This is an optimization exercise on Yosys and OpenROAD, whose aim is small area, a short achievable clock period and few clock cycles, not a production implementation. Function was checked by simulation only, so behaviour that the tests miss may differ from the original.

==> inputs of 08-04 <==
==> flow/design.v <==
`timescale 1ns / 1ps
module RV32Core(
    input  wire        CPU_CLK,
    input  wire        CPU_RST,
    output wire [31:0] IMEM_Addr,
    input  wire [31:0] IMEM_RData,
    output wire [31:0] DMEM_Addr,
    output wire [31:0] DMEM_WData,
    output wire [3:0]  DMEM_WE,
    input  wire [31:0] DMEM_RData
    );
    wire clk = CPU_CLK;
    wire rst = CPU_RST;
    reg  [13:2] pc;                  
    reg         f_v;                 
    reg         r_ff;                
    reg  [13:2] d_pc;                
    wire [31:0] d_ir = IMEM_RData;
    wire        d_v  = f_v & ~r_ff;
    reg  [31:0] e_a, e_b, e_c;       
    reg  [2:0]  e_fa, e_fb, e_fc;    
    reg  [4:0]  e_rd;
    reg         e_wen, e_ld, e_st, e_jalr, e_auipc;
    reg         e_br, e_beqne, e_binv;   
    reg         e_csgn;                  
    reg         e_sub, e_sra;
    reg         e_sadd, e_sslt, e_sxor, e_sor, e_sand, e_ssll, e_ssr, e_sc;
    reg  [2:0]  e_f3;
    reg  [31:0] m_res;
    reg  [31:0] m_wdata;
    reg  [3:0]  m_we;
    reg  [4:0]  m_rd;
    reg         m_wen, m_ld;
    reg  [2:0]  m_f3;
    reg  [31:0] w_res;
    reg  [4:0]  w_rd;
    reg         w_wen;
    reg         w_s00, w_s01, w_s02, w_s03, w_s11, w_s13, w_sw, w_alu;
    reg         w_f1, w_f23;         
    reg         w_g7, w_g15, w_g23, w_g31;   
    reg  [31:0] rf [1:31];
    wire [4:0] d_opc   = d_ir[6:2];
    wire       d_lui   = d_opc == 5'b01101;
    wire       d_auipc = d_opc == 5'b00101;
    wire       d_jal   = d_opc == 5'b11011;
    wire       d_jalr  = d_opc == 5'b11001;
    wire       d_br    = d_opc == 5'b11000;
    wire       d_ld    = d_opc == 5'b00000;
    wire       d_st    = d_opc == 5'b01000;
    wire       d_opi   = d_opc == 5'b00100;
    wire       d_opr   = d_opc == 5'b01100;
    wire [2:0] d_f3    = d_ir[14:12];
    wire [4:0] d_rd    = d_ir[11:7];
    wire [4:0] d_rs1   = d_ir[19:15];
    wire [4:0] d_rs2   = d_ir[24:20];
    wire       d_alu   = d_opi | d_opr;
    wire d_use1 = d_jalr | d_br | d_ld | d_st | d_alu;
    wire d_use2 = d_br | d_st | d_opr;
    wire d_wen  = (d_lui | d_auipc | d_jal | d_jalr | d_ld | d_alu) & (d_rd != 5'd0);
    wire [31:0] imm_i = {{20{d_ir[31]}}, d_ir[31:20]};
    wire [31:0] imm_s = {{20{d_ir[31]}}, d_ir[31:25], d_ir[11:7]};
    wire [31:0] imm_u = {d_ir[31:12], 12'b0};
    wire [31:2] imm_b = {{19{d_ir[31]}}, d_ir[31], d_ir[7], d_ir[30:25], d_ir[11:9]};
    wire [31:2] imm_j = {{11{d_ir[31]}}, d_ir[31], d_ir[19:12], d_ir[20], d_ir[30:22]};
    wire [13:2] tgt_b  = d_pc + imm_b[13:2];
    wire [13:2] tgt_j  = d_pc + imm_j[13:2];
    wire [13:2] tgt_ai = e_a[13:2] + {e_b[13:12], 10'b0} + imm_i[13:2];
    wire        d_fuse;
    wire [13:2] d_tgt  = d_fuse ? tgt_ai : d_jal ? tgt_j : tgt_b;
    wire [14:2] d_link = {1'b0, d_pc} + 13'd1;
    wire [31:0] wb_data;
    reg  [31:0] rd1, rd2;
    integer ri;
    always @(*) begin
        rd1 = 32'b0;
        rd2 = 32'b0;
        for (ri = 1; ri < 32; ri = ri + 1) begin
            rd1 = rd1 | ({32{d_rs1 == ri}} & rf[ri]);
            rd2 = rd2 | ({32{d_rs2 == ri}} & rf[ri]);
        end
    end
    wire byp1 = w_wen && w_rd == d_rs1;
    wire byp2 = w_wen && w_rd == d_rs2;
    wire [31:0] rf1 = byp1 ? wb_data : rd1;
    wire [31:0] rf2 = byp2 ? wb_data : rd2;
    wire e_hit1 = e_wen && e_rd == d_rs1;
    wire m_hit1 = m_wen && m_rd == d_rs1;
    wire e_hit2 = e_wen && e_rd == d_rs2;
    wire m_hit2 = m_wen && m_rd == d_rs2;
    wire lu1 = e_hit1 ? e_ld : (m_hit1 & m_ld);
    wire lu2 = e_hit2 ? e_ld : (m_hit2 & m_ld);
    wire hold = d_v & ((d_use1 & lu1) | (d_use2 & lu2));
    wire [2:0] fs1 = e_hit1 ? 3'b010 : m_hit1 ? 3'b100 : 3'b001;
    wire [2:0] fs2 = e_hit2 ? 3'b010 : m_hit2 ? 3'b100 : 3'b001;
    wire [31:0] a_val = d_auipc ? {18'b0, d_pc, 2'b00} : d_lui ? 32'b0 : rf1;
    wire [31:0] b_val = (d_opr | d_br) ? rf2 : d_st ? imm_s : (d_lui | d_auipc) ? imm_u : imm_i;
    wire d_bpred = d_br & d_ir[31];
    wire [31:0] c_val = d_st ? rf2 : (d_br & ~d_bpred) ? {18'b0, tgt_b, 2'b00} : {17'b0, d_link, 2'b00};
    wire [31:0] A = ({32{e_fa[0]}} & e_a) | ({32{e_fa[1]}} & m_res) | ({32{e_fa[2]}} & w_res);
    wire [31:0] B = ({32{e_fb[0]}} & e_b) | ({32{e_fb[1]}} & m_res) | ({32{e_fb[2]}} & w_res);
    wire [31:0] C = ({32{e_fc[0]}} & e_c) | ({32{e_fc[1]}} & m_res) | ({32{e_fc[2]}} & w_res);
    wire [31:0] sum = A + (B ^ {32{e_sub}}) + {31'b0, e_sub};
    wire        lt  = {A[31] ^ e_csgn, A[30:0]} < {B[31] ^ e_csgn, B[30:0]};
    wire        eq  = (A == B);
    wire [31:0] a_rev;
    genvar gi;
    generate
        for (gi = 0; gi < 32; gi = gi + 1) begin : g_rev
            assign a_rev[gi] = A[31 - gi];
        end
    endgenerate
    wire [31:0] sh_in  = e_ssll ? a_rev : A;
    wire [31:0] sh_out = $signed({e_sra & A[31], sh_in}) >>> B[4:0];
    wire [31:0] sh_rev;
    generate
        for (gi = 0; gi < 32; gi = gi + 1) begin : g_rev2
            assign sh_rev[gi] = sh_out[31 - gi];
        end
    endgenerate
    wire [31:0] res = ({32{e_sadd}}  & sum[31:0]) |
                      ({32{e_sslt}}  & {31'b0, lt}) |
                      ({32{e_sxor}}  & (A ^ B)) |
                      ({32{e_sor}}   & (A | B)) |
                      ({32{e_sand}}  & (A & B)) |
                      ({32{e_ssll}}  & sh_rev) |
                      ({32{e_ssr}}   & sh_out) |
                      ({32{e_sc}}    & e_c);
    wire e_brk   = e_br & ~r_ff;
    wire e_jalrk = e_jalr & ~r_ff;
    wire redir_e = (e_brk & ((e_beqne ? eq : lt) ^ e_binv)) | e_jalrk;
    wire [13:2] tgt_e = e_jalr ? sum[13:2] : e_c[13:2];
    wire [3:0] st_we = (e_f3[1:0] == 2'b00) ? (4'b0001 << sum[1:0]) :
                       (e_f3[1:0] == 2'b01) ? (sum[1] ? 4'b1100 : 4'b0011) : 4'b1111;
    wire [31:0] st_data = (e_f3[1:0] == 2'b00) ? {4{C[7:0]}} :
                          (e_f3[1:0] == 2'b01) ? {2{C[15:0]}} : C;
    wire [31:0] R = DMEM_RData;
    wire        ld_sgn = (w_g7 & R[7]) | (w_g15 & R[15]) | (w_g23 & R[23]) | (w_g31 & R[31]);
    assign wb_data[7:0]   = ({8{w_s00}} & R[7:0]) | ({8{w_s01}} & R[15:8]) |
                            ({8{w_s02}} & R[23:16]) | ({8{w_s03}} & R[31:24]) |
                            ({8{w_alu}} & w_res[7:0]);
    assign wb_data[15:8]  = ({8{w_s11}} & R[15:8]) | ({8{w_s13}} & R[31:24]) |
                            {8{w_f1 & ld_sgn}} | ({8{w_alu}} & w_res[15:8]);
    assign wb_data[31:16] = ({16{w_sw}} & R[31:16]) | {16{w_f23 & ld_sgn}} |
                            ({16{w_alu}} & w_res[31:16]);
    wire d_go    = d_v & ~hold;
    assign d_fuse  = d_jalr & e_auipc & e_hit1;
    wire redir_d = d_go & (d_jal | d_bpred | d_fuse);
    always @(posedge clk or posedge rst) begin
        if (rst) begin
            pc    <= 12'b0;
            f_v   <= 1'b0;
            r_ff  <= 1'b0;
        end else begin
            f_v   <= ~(redir_d | hold);
            r_ff  <= redir_e;
            if (redir_e)      pc <= tgt_e;
            else if (hold)    pc <= d_pc;
            else if (redir_d) pc <= d_tgt;
            else              pc <= pc + 12'd1;
        end
    end
    always @(posedge clk) begin
        d_pc <= pc;
    end
    always @(posedge clk or posedge rst) begin
        if (rst) begin
            e_wen <= 1'b0; e_ld <= 1'b0; e_st <= 1'b0; e_jalr <= 1'b0; e_auipc <= 1'b0;
            e_br <= 1'b0;
        end else begin
            e_wen  <= d_go & d_wen;
            e_ld   <= d_go & d_ld;
            e_st   <= d_go & d_st;
            e_jalr <= d_go & d_jalr & ~d_fuse;
            e_auipc <= d_go & d_auipc;
            e_br   <= d_go & d_br;
        end
    end
    always @(posedge clk) begin
        e_a   <= a_val;
        e_b   <= b_val;
        e_c   <= c_val;
        e_fa  <= (d_use1 & ~d_lui & ~d_auipc) ? fs1 : 3'b001;
        e_fb  <= (d_opr | d_br) ? fs2 : 3'b001;
        e_fc  <= d_st ? fs2 : 3'b001;
        e_rd  <= d_rd;
        e_f3  <= d_f3;
        e_sub <= d_opr & d_f3 == 3'b000 & d_ir[30];
        e_beqne <= ~d_f3[2];
        e_binv  <= d_f3[0] ^ d_bpred;
        e_csgn  <= d_br ? ~d_f3[1] : ~d_f3[0];
        e_sra <= d_ir[30];
        e_sadd  <= d_lui | d_auipc | d_ld | d_st | (d_alu & d_f3 == 3'b000);
        e_sslt  <= d_alu & d_f3[2:1] == 2'b01;
        e_sxor  <= d_alu & d_f3 == 3'b100;
        e_sor   <= d_alu & d_f3 == 3'b110;
        e_sand  <= d_alu & d_f3 == 3'b111;
        e_ssll  <= d_alu & d_f3 == 3'b001;
        e_ssr   <= d_alu & d_f3 == 3'b101;
        e_sc    <= d_jal | d_jalr;
    end
    always @(posedge clk or posedge rst) begin
        if (rst) begin
            m_we  <= 4'b0;
            m_wen <= 1'b0;
            m_ld  <= 1'b0;
        end else begin
            m_we  <= (e_st & ~r_ff) ? st_we : 4'b0;
            m_wen <= e_wen & ~r_ff;
            m_ld  <= e_ld & ~r_ff;
        end
    end
    always @(posedge clk) begin
        m_res   <= res;
        m_wdata <= st_data;
        m_rd    <= e_rd;
        m_f3    <= e_f3;
    end
    wire [1:0] m_a   = m_res[1:0];
    wire       m_isb = m_f3[1:0] == 2'b00;
    wire       m_ish = m_f3[1:0] == 2'b01;
    wire       m_isw = m_f3[1:0] == 2'b10;
    wire       m_sx  = ~m_f3[2];
    always @(posedge clk or posedge rst) begin
        if (rst) begin
            w_wen <= 1'b0;
        end else begin
            w_wen <= m_wen;
        end
    end
    always @(posedge clk) begin
        w_res <= m_res;
        w_rd  <= m_rd;
        w_alu <= ~m_ld;
        w_s00 <= m_ld & ((m_isb & m_a == 2'd0) | (m_ish & ~m_a[1]) | m_isw);
        w_s01 <= m_ld & m_isb & m_a == 2'd1;
        w_s02 <= m_ld & ((m_isb & m_a == 2'd2) | (m_ish & m_a[1]));
        w_s03 <= m_ld & m_isb & m_a == 2'd3;
        w_s11 <= m_ld & ((m_ish & ~m_a[1]) | m_isw);
        w_s13 <= m_ld & m_ish & m_a[1];
        w_sw  <= m_ld & m_isw;
        w_f1  <= m_ld & m_isb;
        w_f23 <= m_ld & (m_isb | m_ish);
        w_g7  <= m_ld & m_sx & m_isb & m_a == 2'd0;
        w_g15 <= m_ld & m_sx & ((m_isb & m_a == 2'd1) | (m_ish & ~m_a[1]));
        w_g23 <= m_ld & m_sx & m_isb & m_a == 2'd2;
        w_g31 <= m_ld & m_sx & ((m_isb & m_a == 2'd3) | (m_ish & m_a[1]));
    end
    always @(posedge clk) begin
        for (ri = 1; ri < 32; ri = ri + 1)
            if (w_wen && w_rd == ri) rf[ri] <= wb_data;
    end
    assign IMEM_Addr  = {18'b0, pc, 2'b00};
    assign DMEM_Addr  = m_res;
    assign DMEM_WData = m_wdata;
    assign DMEM_WE    = m_we;
endmodule
==> flow/flow/run.sh <==
#!/bin/bash
# The standard layout (standard.sh: standard synthesis and ORFS flow) with:
#  - ABC area-oriented mapping (timing repair then works on the critical paths),
#  - sky130_fd_sc_hd__buf_4 as the port buffer (the default pick is a slow
#    delay cell that footprint-matched resizing cannot swap out),
#  - CTS with clkbuf_8 buffers and without dummy loads.
# The make output goes to flow_make.log; ORFS writes each step's log under orfs/logs.
set -uo pipefail
bash standard.sh \
  SETUP_SLACK_MARGIN=6.75 \
  ABC_AREA=1 \
  TNS_END_PERCENT=100 \
  CORE_UTILIZATION=50 \
  "BUFFER_PORTS_ARGS=-buffer_cell sky130_fd_sc_hd__buf_4" \
  "CTS_ARGS=-sink_clustering_enable -repair_clock_nets -dont_use_dummy_load -buf_list sky130_fd_sc_hd__clkbuf_8" \
  finish > flow_make.log 2>&1
==> flow/standard.sh <==
#!/bin/bash
# synth_recipe.tcl (not shown) runs the flow's synth.tcl, then flattens the netlist and writes it again
# the make line also repeats each setting of config.mk as NAME=value (left out here)
make -C /OpenROAD-flow-scripts/flow DESIGN_CONFIG=/design/flow/config.mk WORK_HOME=/design/flow/orfs CLKGATE_MAP_FILE= SYNTH_SCRIPT=/design/flow/synth_recipe.tcl "${@:-finish}"
==> flow/config.mk <==
export PLATFORM = sky130hd
export DESIGN_NAME = RV32Core
export DESIGN_NICKNAME = RV32Core
export VERILOG_FILES = /design/flow/design.v
export SDC_FILE = /design/flow/constraint.sdc
export NUM_CORES = 4
export LEC_CHECK = 0
export CAP_MARGIN = 20
export CORE_MARGIN = 2
export CORE_UTILIZATION = 50
export SLEW_MARGIN = 20
==> flow/constraint.sdc <==
create_clock -name core_clock -period 10.0 [get_ports {CPU_CLK}]
set_input_delay 2.0000 -clock core_clock [delete_from_list [all_inputs] [get_ports {CPU_CLK}]]
set_output_delay 2.0000 -clock core_clock [all_outputs]
set_load 0.01 [all_outputs]
==> 12-01: changes against 08-04 <==
--- a/flow/design.v
+++ b/flow/design.v
@@ -13,14 +13,16 @@
     wire rst = CPU_RST;
     reg  [13:2] pc;                  
     reg         f_v;                 
+    reg         d_old;               
     reg         r_ff;                
+    reg  [31:0] ir_old;
     reg  [13:2] d_pc;                
-    wire [31:0] d_ir = IMEM_RData;
-    wire        d_v  = f_v & ~r_ff;
+    wire [31:0] d_ir = d_old ? ir_old : IMEM_RData;
+    wire        d_v  = (d_old | f_v) & ~r_ff;
     reg  [31:0] e_a, e_b, e_c;       
     reg  [2:0]  e_fa, e_fb, e_fc;    
     reg  [4:0]  e_rd;
-    reg         e_wen, e_ld, e_st, e_jalr, e_auipc;
+    reg         e_wen, e_ld, e_st, e_jalr;
     reg         e_br, e_beqne, e_binv;   
     reg         e_csgn;                  
     reg         e_sub, e_sra;
@@ -64,9 +66,7 @@
     wire [31:2] imm_j = {{11{d_ir[31]}}, d_ir[31], d_ir[19:12], d_ir[20], d_ir[30:22]};
     wire [13:2] tgt_b  = d_pc + imm_b[13:2];
     wire [13:2] tgt_j  = d_pc + imm_j[13:2];
-    wire [13:2] tgt_ai = e_a[13:2] + {e_b[13:12], 10'b0} + imm_i[13:2];
-    wire        d_fuse;
-    wire [13:2] d_tgt  = d_fuse ? tgt_ai : d_jal ? tgt_j : tgt_b;
+    wire [13:2] d_tgt  = d_jal ? tgt_j : tgt_b;
     wire [14:2] d_link = {1'b0, d_pc} + 13'd1;
     wire [31:0] wb_data;
     reg  [31:0] rd1, rd2;
@@ -143,35 +143,35 @@
     assign wb_data[31:16] = ({16{w_sw}} & R[31:16]) | {16{w_f23 & ld_sgn}} |
                             ({16{w_alu}} & w_res[31:16]);
     wire d_go    = d_v & ~hold;
-    assign d_fuse  = d_jalr & e_auipc & e_hit1;
-    wire redir_d = d_go & (d_jal | d_bpred | d_fuse);
+    wire redir_d = d_go & (d_jal | d_bpred);
     always @(posedge clk or posedge rst) begin
         if (rst) begin
             pc    <= 12'b0;
             f_v   <= 1'b0;
+            d_old <= 1'b0;
             r_ff  <= 1'b0;
         end else begin
-            f_v   <= ~(redir_d | hold);
+            f_v   <= ~redir_d;
+            d_old <= hold;
             r_ff  <= redir_e;
             if (redir_e)      pc <= tgt_e;
-            else if (hold)    pc <= d_pc;
             else if (redir_d) pc <= d_tgt;
-            else              pc <= pc + 12'd1;
-        end
-    end
-    always @(posedge clk) begin
-        d_pc <= pc;
-    end
-    always @(posedge clk or posedge rst) begin
-        if (rst) begin
-            e_wen <= 1'b0; e_ld <= 1'b0; e_st <= 1'b0; e_jalr <= 1'b0; e_auipc <= 1'b0;
+            else if (!hold)  pc <= pc + 12'd1;
+        end
+    end
+    always @(posedge clk) begin
+        ir_old <= d_ir;
+        if (!hold) d_pc <= pc;
+    end
+    always @(posedge clk or posedge rst) begin
+        if (rst) begin
+            e_wen <= 1'b0; e_ld <= 1'b0; e_st <= 1'b0; e_jalr <= 1'b0;
             e_br <= 1'b0;
         end else begin
             e_wen  <= d_go & d_wen;
             e_ld   <= d_go & d_ld;
             e_st   <= d_go & d_st;
-            e_jalr <= d_go & d_jalr & ~d_fuse;
-            e_auipc <= d_go & d_auipc;
+            e_jalr <= d_go & d_jalr;
             e_br   <= d_go & d_br;
         end
     end
==> flow/flow/run.sh (replaced) <==
#!/bin/bash
# The standard layout (standard.sh: standard synthesis and ORFS flow) with:
#  - ABC area-oriented mapping (timing repair then works on the critical paths),
#  - sky130_fd_sc_hd__buf_4 as the port buffer (the default pick is a slow
#    delay cell that footprint-matched resizing cannot swap out),
#  - CTS without dummy loads.
# The make output goes to flow_make.log; ORFS writes each step's log under orfs/logs.
set -uo pipefail
bash standard.sh \
  SETUP_SLACK_MARGIN=6 \
  ABC_AREA=1 \
  TNS_END_PERCENT=100 \
  CORE_UTILIZATION=50 \
  "BUFFER_PORTS_ARGS=-buffer_cell sky130_fd_sc_hd__buf_4" \
  "CTS_ARGS=-sink_clustering_enable -repair_clock_nets -dont_use_dummy_load" \
  finish > flow_make.log 2>&1
==> qor summary <==
Number of buffers created by CTS: 12-01 142; 08-04 208
Number of combinational gates with multiple inputs: 12-01 4793; 08-04 4899
Met1 WL: 12-01 118000 µm; 08-04 120000 µm
Area inside the core boundary: 12-01 0.132 mm²; 08-04 0.131 mm²
Remaining max-slew budget at the tightest pin: 12-01 8.55%; 08-04 16.6%
Chip Width: 12-01 369 µm; 08-04 367 µm
Met1 capacity usage during global routing: 12-01 60.2%; 08-04 61.0%
Number of global-route vias before repair: 12-01 58818; 08-04 60133
Fraction of layout cells with a size suffix above 1: 12-01 11.3%; 08-04 19.0%
Biggest cell delay along the critical path: 12-01 390 ps; 08-04 580 ps
Number of setup buffers added after CTS: 12-01 70; 08-04 199
Met3 layer wire length in the routed design: 12-01 59100 µm; 08-04 65700 µm
Total met2 wirelength after detailed routing: 12-01 146000 µm; 08-04 151000 µm
Area of the mapped netlist: 12-01 0.0665 mm²; 08-04 0.0658 mm²
Number of enable flip-flop cells after synthesis: 12-01 1004; 08-04 992
Initial core utilization: 12-01 50.5%; 08-04 50.2%
Source of the worst register-to-register timing path: 12-01 d_old$_DFF_PP0_; 08-04 e_fb[1]$_SDFF_PN0_
Overall via count from detail_route: 12-01 66663; 08-04 69469
Count of buffers not belonging to the clock network in the layout: 12-01 442; 08-04 672
Total inserted antenna cells: 12-01 56; 08-04 69
Period minus WS final: 12-01 4180 ps; 08-04 3530 ps
Run status: 12-01 timing/DRC/antenna clean; 08-04 timing/DRC/antenna clean
Post-synthesis compound-gate area fraction: 12-01 12.6%; 08-04 11.3%
Transition time of the tightest slew-check pin: 12-01 1370 ps; 08-04 1250 ps
Worst slack at placement: 12-01 4280 ps; 08-04 4480 ps
# fillers: 12-01 11887; 08-04 11345
Testbench counts of 08-04, summed over its fixed seeds: cycles 14,593.
Testbench counts of 12-01, summed over its fixed seeds: cycles 14,695.

==> separate check: timing with driven ports <==
In the flow no input, the clock included, has a driving cell. The finished layouts below were timed again as built, in two steps. Step 1 assumes that a clkbuf_16 drives the clock port and a buf_2 every other input. Step 2 moves the port delays by t, midway between the first and last clock arrival at a register: inputs arrive t later, outputs are due t later. That takes back most of the time a late clock gives input paths. a / b / c = ideal ports / drivers / drivers and shift; a / b = the first two.
run	t, ns	slack for setup (ns)	hold slack, ns	worst data-port slew with drivers (ns)
08-04	1.044	6.467 / 6.404 / 5.412	0.394 / 0.394 / 0.394	0.25
12-01	0.859	5.817 / 5.877 / 5.018	0.386 / 0.386 / 0.386	0.17
After both steps setup and hold are still met in every run listed. For 08-04, which loses most, drivers alone change the setup slack by -0.063 ns; drivers and shift together by -1.055 ns.
